Background: an optimization exercise with open tools, aiming at small area and a short achievable clock period. Do not read the settings as production practice.
Function was checked by simulation only, so behaviour that the tests miss may differ from the original.
Power figures rest on the tool's default switching activity, not on a simulated workload.

[flow/run.sh]
#!/bin/bash
# synth_recipe.tcl (not shown) runs the flow's synth.tcl, then flattens the netlist and writes it again
# the make line also repeats each setting of config.mk as NAME=value (left out here)
make -C /OpenROAD-flow-scripts/flow DESIGN_CONFIG=/design/flow/config.mk WORK_HOME=/design/flow/orfs CLKGATE_MAP_FILE= SYNTH_SCRIPT=/design/flow/synth_recipe.tcl finish
[flow/config.mk]
export PLATFORM = sky130hd
export DESIGN_NAME = rms
export DESIGN_NICKNAME = rms
export VERILOG_FILES = /design/flow/design.v
export SDC_FILE = /design/flow/constraint.sdc
export NUM_CORES = 4
export LEC_CHECK = 0
export CAP_MARGIN = 20
export CORE_MARGIN = 2
export CORE_UTILIZATION = 40
export SLEW_MARGIN = 20
[flow/constraint.sdc]
create_clock -name core_clock -period 220.0 [get_ports {clk}]
set_input_delay 44.0000 -clock core_clock [delete_from_list [all_inputs] [get_ports {clk}]]
set_output_delay 44.0000 -clock core_clock [all_outputs]
set_load 0.01 [all_outputs]
[flow/design.v]
`timescale 1ns / 1ps
module dff(clk,rst,d,q);
  input clk;
  input rst;
  input  d;
  output reg q;
  always @(posedge clk or posedge rst) 
    begin
      if(rst) 
	q <= 0;
      else
	q <= d;
    end
  endmodule
`timescale 1ns / 1ps
module fifo(
  input clk,
  input rst,
  input [31:0] data_in,
  input rd_en,
  input wr_en,
  output reg [31:0] data_out,
  output full,
  output empty);
  reg [4:0] rd_ptr,wr_ptr;
  reg [5:0] status_cnt;
  reg [31:0] mem [0:31];
  assign full = (status_cnt == 6'd32);
  assign empty = (status_cnt == 6'd0);
  always @(posedge clk or posedge rst)
    begin 
      if (rst)
	wr_ptr <= 5'd0;
      else if (wr_en)
	wr_ptr <= wr_ptr+5'd1;
    end
  always @(posedge clk or posedge rst)
    begin 
      if (rst)
	rd_ptr <= 5'd0;
      else if (rd_en)
	rd_ptr <= rd_ptr+5'd1;
    end
  always @(*)
    begin 
      data_out = mem[rd_ptr];
    end
  always @(posedge clk or posedge rst)
    begin 
      if (rst)
	begin
	  mem[0] <= 32'd0;mem[8] <= 32'd0;mem[16] <= 32'd0;mem[24] <= 32'd0;
	  mem[1] <= 32'd0;mem[9] <= 32'd0;mem[17] <= 32'd0;mem[25] <= 32'd0;
	  mem[2] <= 32'd0;mem[10] <= 32'd0;mem[18] <= 32'd0;mem[26] <= 32'd0;
	  mem[3] <= 32'd0;mem[11] <= 32'd0;mem[19] <= 32'd0;mem[27] <= 32'd0;
	  mem[4] <= 32'd0;mem[12] <= 32'd0;mem[20] <= 32'd0;mem[28] <= 32'd0;
	  mem[5] <= 32'd0;mem[13] <= 32'd0;mem[21] <= 32'd0;mem[29] <= 32'd0;
	  mem[6] <= 32'd0;mem[14] <= 32'd0;mem[22] <= 32'd0;mem[30] <= 32'd0;
	  mem[7] <= 32'd0;mem[15] <= 32'd0;mem[23] <= 32'd0;mem[31] <= 32'd0;
	end
      else if (wr_en)
	mem[wr_ptr] <= data_in;
    end
  always @(posedge clk or posedge rst)
    begin 
      if (rst)
	status_cnt <= 6'd0;
      else if (!rd_en && !wr_en) status_cnt <= status_cnt;
      else if (!rd_en &&  wr_en) status_cnt <= status_cnt+6'd1;
      else if (rd_en && !wr_en) status_cnt <= status_cnt-6'd1;
      else status_cnt <= status_cnt;
    end
endmodule
`timescale 1ns / 1ps
module DW_div_pipe (clk,rst_n,en,a,b,quotient,remainder,divide_by_0);
   parameter a_width = 8;
   parameter b_width = 8;
   parameter tc_mode = 0;
   parameter rem_mode = 1;
   parameter num_stages = 8;
   parameter stall_mode = 1;
   parameter rst_mode = 1;
   parameter op_iso_mode = 0;
   input clk;
   input rst_n;
   input [a_width-1 : 0] a;
   input [b_width-1 : 0] b;
   input en;
   output [a_width-1 : 0] quotient;
   output [b_width-1 : 0] remainder;
   output 		divide_by_0;
   localparam D = num_stages-1;
   reg [a_width*D-1 : 0] a_pipe;
   reg [b_width*D-1 : 0] b_pipe;
   always @(posedge clk or negedge rst_n)
      begin
	 if (!rst_n) begin
	    a_pipe <= {a_width*D{1'b0}};
	    b_pipe <= {b_width*D{1'b0}};
	 end
	 else if (en) begin
	    if (D > 1) begin
	       a_pipe <= {a_pipe[a_width*(D-1)-1 : 0], a};
	       b_pipe <= {b_pipe[b_width*(D-1)-1 : 0], b};
	    end
	    else begin
	       a_pipe <= a;
	       b_pipe <= b;
	    end
	 end
      end
   DW_div #(a_width, b_width, tc_mode, rem_mode)
      U1 (.a(a_pipe[a_width*D-1 : a_width*(D-1)]),
	  .b(b_pipe[b_width*D-1 : b_width*(D-1)]),
	  .quotient(quotient),
	  .remainder(remainder),
	  .divide_by_0(divide_by_0));
endmodule
module DW_div (a, b, quotient, remainder, divide_by_0);
  parameter a_width  = 8;
  parameter b_width  = 8;
  parameter tc_mode  = 0;
  parameter rem_mode = 1;
  input  [a_width-1 : 0] a;
  input  [b_width-1 : 0] b;
  output [a_width-1 : 0] quotient;
  output [b_width-1 : 0] remainder;
  output 		 divide_by_0;
  reg [a_width-1 : 0] q;
  reg [b_width : 0]   r;
  integer i;
  always @(*)
    begin
      r = {(b_width+1){1'b0}};
      q = {a_width{1'b0}};
      for (i = a_width-1; i >= 0; i = i-1) begin
	r = {r[b_width-1:0], a[i]};
	if (r >= {1'b0, b}) begin
	  r = r - {1'b0, b};
	  q[i] = 1'b1;
	end
      end
    end
  assign quotient = q;
  assign remainder = r[b_width-1:0];
  assign divide_by_0 = (b == {b_width{1'b0}});
endmodule
`timescale 1ns / 1ps
module DW_sqrt_pipe (clk,rst_n,en,a,root);
   parameter width = 8;
   parameter tc_mode = 0;
   parameter num_stages = 2;
   parameter stall_mode = 1;
   parameter rst_mode = 1;
   parameter op_iso_mode = 0;
   input clk;
   input rst_n;
   input [width-1 : 0] a;
   input en;
   output [((width+1)/2)-1 : 0] root;
   localparam D = num_stages-1;
   reg [width*D-1 : 0] a_pipe;
   always @(posedge clk or negedge rst_n)
      begin
	 if (!rst_n)
	    a_pipe <= {width*D{1'b0}};
	 else if (en) begin
	    if (D > 1)
	       a_pipe <= {a_pipe[width*(D-1)-1 : 0], a};
	    else
	       a_pipe <= a;
	 end
      end
    DW_sqrt #(width,0) U1 (.a(a_pipe[width*D-1 : width*(D-1)]),.root(root));
endmodule
module DW_sqrt (a, root);
  parameter width   = 8;
  parameter tc_mode = 0;
  localparam H = (width+1)/2;
  input  [width-1 : 0] a;
  output [H-1 : 0]     root;
  wire [2*H-1 : 0] ae = a;
  reg  [H-1 : 0]   q;
  reg  [H+1 : 0]   r;
  reg  [H+1 : 0]   t;
  integer i;
  always @(*)
    begin
      r = {(H+2){1'b0}};
      q = {H{1'b0}};
      for (i = H-1; i >= 0; i = i-1) begin
	r = {r[H-1:0], ae[2*i+1], ae[2*i]};
	t = {q, 2'b01};
	if (r >= t) begin
	  r = r - t;
	  q = {q[H-2:0], 1'b1};
	end
	else
	  q = {q[H-2:0], 1'b0};
      end
    end
  assign root = q;
endmodule
`timescale 1ns / 1ps
module rms(input clk, input rst, input pushin, input [1:0] cmdin, input signed [31:0] Xin, input pullout, output stopout, output [31:0] Xout);
  reg [1:0] cmd_q;
  reg pushin_q,pullout_q;
  reg signed [31:0] Xin_q;
  reg [9:0] n_d,n_q;
  reg [71:0] sum_d,sum_q;
  reg div_en_d,div_en_q;
  reg [1:0] cmd_q1,cmd_q2;
  reg pushin_q1,pushin_q2;
  reg [9:0] n_d1,n_q1;
  reg [71:0] sum_d1,sum_q1;
  wire fifo_full,fifo_empty;
  wire fifo_wr_en,fifo_rd_en;
  wire div_en;
  wire [71:0] dividend;
  wire [9:0] divisor;
  wire mux_sel;
  wire [71:0] div_res;
  wire [31:0] rms_value;
  reg signed [63:0] temp_d,temp_q;
  always @(posedge clk or posedge rst)
    begin 
      if (rst)
	begin
	  cmd_q <= 2'b00;
	  pushin_q <= 0;
	  pullout_q <= 0;
	  Xin_q <= 32'd0;
	end
      else
	begin
	  cmd_q <= cmdin;
	  pushin_q <= pushin;
	  pullout_q <= pullout;
	  Xin_q <= Xin;
	end
    end
  always @(posedge clk or posedge rst)
    begin 
      if (rst)
	begin
	  cmd_q1 <= 2'b00;
	  cmd_q2 <= 2'b00;
	  div_en_q <= 0;
	  sum_q <= 72'd0;
	  n_q <= 10'd0;
	  sum_q1 <= 72'd0;
	  n_q1 <= 10'd0;
	  pushin_q1 <= 0;
	  pushin_q2 <= 0;
	  temp_q <= 0;
	end
      else 
        begin
	  cmd_q1 <= cmd_q;
	  cmd_q2 <= cmd_q1;
	  div_en_q <= div_en_d;
	  sum_q <= sum_d;
	  n_q <= n_d;
	  sum_q1 <= sum_d1;
	  n_q1 <= n_d1;
	  pushin_q1 <= pushin_q;
	  pushin_q2 <= pushin_q1;
	  temp_q <= temp_d;
        end
    end
  always @(*)
    begin
      sum_d = sum_q;
      n_d = n_q;
      div_en_d = div_en_q;
      sum_d1 = sum_q1;
      n_d1 = n_q1;
      temp_d = temp_q;
      if(pushin_q)
	  temp_d = Xin_q * Xin_q;   
      if(pushin_q1 && cmd_q1 == 2'b00)   
	  begin
	    sum_d = sum_q + temp_q;
	    n_d = n_q + 10'd1;
	    div_en_d = 0;
	  end
      else if(pushin_q1 && cmd_q1 == 2'b01)  
	begin
	  sum_d = sum_q - temp_q;
	  n_d = n_q - 10'd1;
	  div_en_d = 0;
	end
      else if(pushin_q1 && cmd_q1 == 2'b10)  
	begin
	  sum_d = sum_q + temp_q;
	  n_d = n_q + 10'd1;
	  div_en_d = 1;
	end
      else if(pushin_q1 && cmd_q1 == 2'b11)  
	begin
	  sum_d1 = sum_q + temp_q;
	  n_d1 = n_q + 10'd1;
	  div_en_d = 1;
	  sum_d = 72'd0;
	  n_d= 10'd0;
	end
    end
  assign mux_sel = cmd_q2[1] & cmd_q2[0]; 
  assign dividend = mux_sel ? sum_q1 : sum_q;
  assign divisor = mux_sel ? n_q1 : n_q;
  wire [69:0] datain;
  assign datain[0] = div_en;
  genvar j;
  generate
    for(j=1; j<70; j=j+1) begin : test1
      dff u2_dff (.clk(clk),.rst(rst),.d(datain[j-1]),.q(datain[j]));
    end
  endgenerate
  DW_div_pipe #(72,10,0,1,37,1,1,0) u1_DW_div_pipe (.clk(clk),.rst_n(~rst),.en(1'b1),.a(dividend),.b(divisor),.quotient(div_res),.remainder(),.divide_by_0());
  DW_sqrt_pipe #(64,0,33,1,1,0) u1_DW_sqrt_pipe (.clk(clk),.rst_n(~rst),.en(1'b1),.a(div_res[63:0]),.root(rms_value));
  fifo u1_fifo(.clk(clk),.rst(rst),.data_in(rms_value),.rd_en(fifo_rd_en),.wr_en(fifo_wr_en),.data_out(Xout),.full(fifo_full),.empty(fifo_empty));
  assign fifo_wr_en = (datain[68] && (!fifo_full));
  assign fifo_rd_en = ((pullout == 1'b1 && (!fifo_empty)));
  assign div_en = ((cmd_q2 == 2'b10 || cmd_q2 == 2'b11) && pushin_q2);
  assign stopout = fifo_empty;
endmodule
==> metrics.cfg <==
[power]
pwr-share-seq_pct = 0.3
internal_power_mw = 438
pg_seq_mw = 2.58
clkPwrFrac_pct = 0.1
power_density_mw_per_mm2 = 2660
top_power_group = combinational cells
ir_worst_vdd_mv = 5.13
power_frac_comb_pct = 99.6
pg_comb_mw = 902
power.total_mw = 906
leakage_nw = 157
sw_frac_of_total_pct = 51.7
clk-power_mw = 1.10
switchingPower_mw = 468

[yosys]
synth.yosys.seq_area_share_pct = 52.4
yosysWarnings = 8
yosysTopAreaCell = dfrtp_1
avgSynthCellArea_um2 = 11.3
synth_edf_count = 0
synth_seq_cells = 6376
synth_area_mm2 = 0.304
synthTopCellsByArea = dfrtp_1, fa_1, ha_1
async_flop_share_pct = 100
syn_inst = 27000
synthFlopType = dfrtp_1
yosysUniqueCellTypes = 147
yosys.area.top_type_share_pct = 52.4

[cells_and_area]
final_core_util_pct = 44.9
syn_to_final_growth_pct = 12.0
fin_area_mm2 = 0.341
nets = 30000
instances_no_fill = 37900
drive_gt1_share_pct = 9.11

[critical_path]
r2r_slack_ns = 18.81
critical_path_buf_inv_count = 77
slowest_stage = or3_1
crit_path_end = u1_DW_sqrt_pipe.a_pipe[0]$_DFF_PP0_
arrival_ns = 202.12
worstReg2RegStart = u1_DW_div_pipe.b_pipe[351]$_DFF_PP0_
path_delay_family = compound AO/OA/AOI/OAI gates
timing.rr.end = u1_DW_sqrt_pipe.a_pipe[0]$_DFF_PP0_
critPathMaxStageDelay_ns = 0.61
reg2regPathDepth = 1090
cp_max_fo = 30
path_common_cell = a21o_1
end_kind = flop
cp.required_ns = 220.93
cp-start-kind = flop
critPathKind = reg2reg
crit_start = u1_DW_div_pipe.b_pipe[351]$_DFF_PP0_
path_depth = 807

[placement]
place_area_mm2 = 0.319
place_inst = 36700
dp_hpwl_um = 517000
place.gp.congestion = 0.911
port_buffers = 70
dpl_worst_slack_ns = 7.70

[sta]
finalHoldViolations = 0
finalHoldWorstSlack_ns = 0.278
skew_ns = 0.151
relSlewSlack_pct = 22.3
drv_slew = 0
fmax_mhz = 4.97
worst_slack_ns = 18.81
tightest_slew_ns = 1.14
finalSetupViolCount = 0
fin_crit_sh_pct = 91.5
period_minus_slack_ns = 201.19
setup_tns_ns = 0

[grt]
grt_pass1_wl_um = 1210000
gr-total-overflow = 0
grt_start_max_net_pins = 210
grtUsageTotal_pct = 19.8
grt_antenna_before_repair = 13
grt_pass1_vias = 207000

[routing]
drtIter0Drc = 16100
drt-total-wl_um = 770000
ant_nets = 0
wire_per_inst_um = 20.3
num_vias = 201000
drc = 0
via_per_inst = 5.31
firstDrtPassIters = 8

[clock_network]
htree_levels = 6
clock_sinks = 6376
root_buffer = clkbuf_16
cts-hold-fix-buffers = 0
clkTransAtPathRegs_ns = 0.06
cts_buffer_depth = 4
cts_buffers = 634
clk_latency_ns = 1.14
cts_tree = done

[worst_hold_path]
hp-class = reg2reg
worstHoldStart = u1_DW_sqrt_pipe.a_pipe[1683]$_DFF_PP0_
hold_depth = 0
holdPathEnd = u1_DW_sqrt_pipe.a_pipe[1747]$_DFF_PP0_

[floorplan]
die_h_um = 876
ioPinCount = 71
dieArea_mm2 = 0.768
core_mm2 = 0.759
die_w_um = 876
num_rows = 320
start_util_pct = 40.1

[status]
outcome = complete, no violations

[job]
maxCapViolations = 0

-- logic make-up after synthesis --
| group | after synthesis | share of synthesized area (%) |
|---|---|---|
| simple gates | 6551 | 10.3 |
| compound gates | 6456 | 13.8 |
| flops | 6376 | 52.4 |
| buf+inv | 2945 | 3.72 |
| fa+ha+maj | 2688 | 13.7 |
| xor+xnor | 1341 | 3.86 |
| mux | 631 | 2.28 |
| other cells | 1 | 0.00123 |
-- registers in the layout, summed over array words and instances, names as in the netlist, 5 cells and up --
| name | count |
|---|---|
| u1_DW_div_pipe.a_pipe | 2592 |
| u1_DW_sqrt_pipe.a_pipe | 2048 |
| u1_fifo.mem | 1024 |
| u1_DW_div_pipe.b_pipe | 360 |
| sum_q1 | 72 |
| sum_q | 72 |
| test1.u2_dff.q | 68 |
| temp_q | 63 |
| Xin_q | 32 |
| n_q1 | 10 |
| n_q | 10 |
| u1_fifo.status_cnt | 6 |
| u1_fifo.rd_ptr | 5 |
| u1_fifo.wr_ptr | 5 |
-- layer usage --
metal | share of wire [%] | routed length, µm | GRT usage, %
met1 | 43 | 333000 | 26.8
met2 | 48 | 369000 | 33.3
met3 | 5.0 | 38300 | 2.24
met4 | 3.8 | 29000 | 6.64
met5 | 0.0018 | 14 | 0
-- area by class of cell --
type                            instances  area, µm²
Multi-Input combinational cell      17700     134000
Tap cell                            10100      12700
Timing Repair Buffer                  678       5500
Fill cell                           69400     418000
Antenna cell                            9       22.5
Clock buffer                          872      17900
Clock inverter                        273       3870
Inverter                             1877       7080
Sequential cell                      6376     160000
-- cells in the final DEF, fill, tap and decap left out, types with 101 or more instances in the layout --
master	instances
and2_1	340
nand3_1	305
mux2_2	459
nand2b_1	299
a21oi_1	1320
or3_1	110
a21o_1	881
clkbuf_16	636
mux2i_1	142
ha_1	1612
inv_1	1829
o31ai_1	103
dfrtp_1	6352
o21bai_1	205
and3_1	115
buf_4	585
nor2_1	1399
o21ai_0	1956
a22oi_1	199
nor3_1	330
clkinv_2	108
nor2b_1	284
clkbuf_8	113
nand2_1	2424
xnor2_1	908
o211ai_1	101
o21a_1	166
nand4_1	371
clkbuf_1	123
o21ai_1	125
a31oi_1	130
a221oi_1	174
fa_1	1074
xor2_1	430
-- timing repair --
action	CTS	global route
setup buffers	0	2
resized for setup	0	86
setup endpoints to repair	0	6
-- cell usage after synthesis, drive strengths merged (56+ instances only) --
library cell	count
dfrtp	6376
nand2	2458
o21ai	2096
inv	1871
ha	1612
nor2	1424
a21oi	1331
fa	1076
xnor2	911
clkbuf	893
a21o	884
mux2	487
xor2	430
nand4	374
nor3	352
and2	346
nand3	333
nand2b	300
nor2b	284
a22oi	207
o21bai	207
a221oi	179
buf	175
o21a	167
mux2i	143
a31oi	131
and3	116
or3	110
a211oi	107
o31ai	107
o211ai	104
nor4	98
a222oi	97
o221ai	81
a221o	75
a22o	69
or2	62
or4	57
a21boi	56

[afterwards: timing with drivers on the ports]
The flow's constraints put no driver on any port. The routed layout listed below was extracted and timed again, unchanged, in two steps.
Step 1: set_driving_cell puts a clkbuf_16 on clk and a buf_2 on each other input, an assumption about the parent block.
Step 2 moves the port delays by t, midway between the first and last clock arrival at a register: inputs arrive t later, outputs are due t later. That takes back most of the time a late clock gives input paths.
a / b / c = no drivers / after step 1 / after step 2; a / b = the first two.
t (ns): 1.196
setup WS [ns]: 18.806 / 18.806 / 18.806
hold WS [ns]: 0.278 / 0.278 / 0.278
latest minus earliest clock arrival (ns): 0.156 / 0.156
After both steps this run still meets setup and hold. The setup slack of this run moves by 0.000 ns with the drivers and by 0.000 ns with both steps.
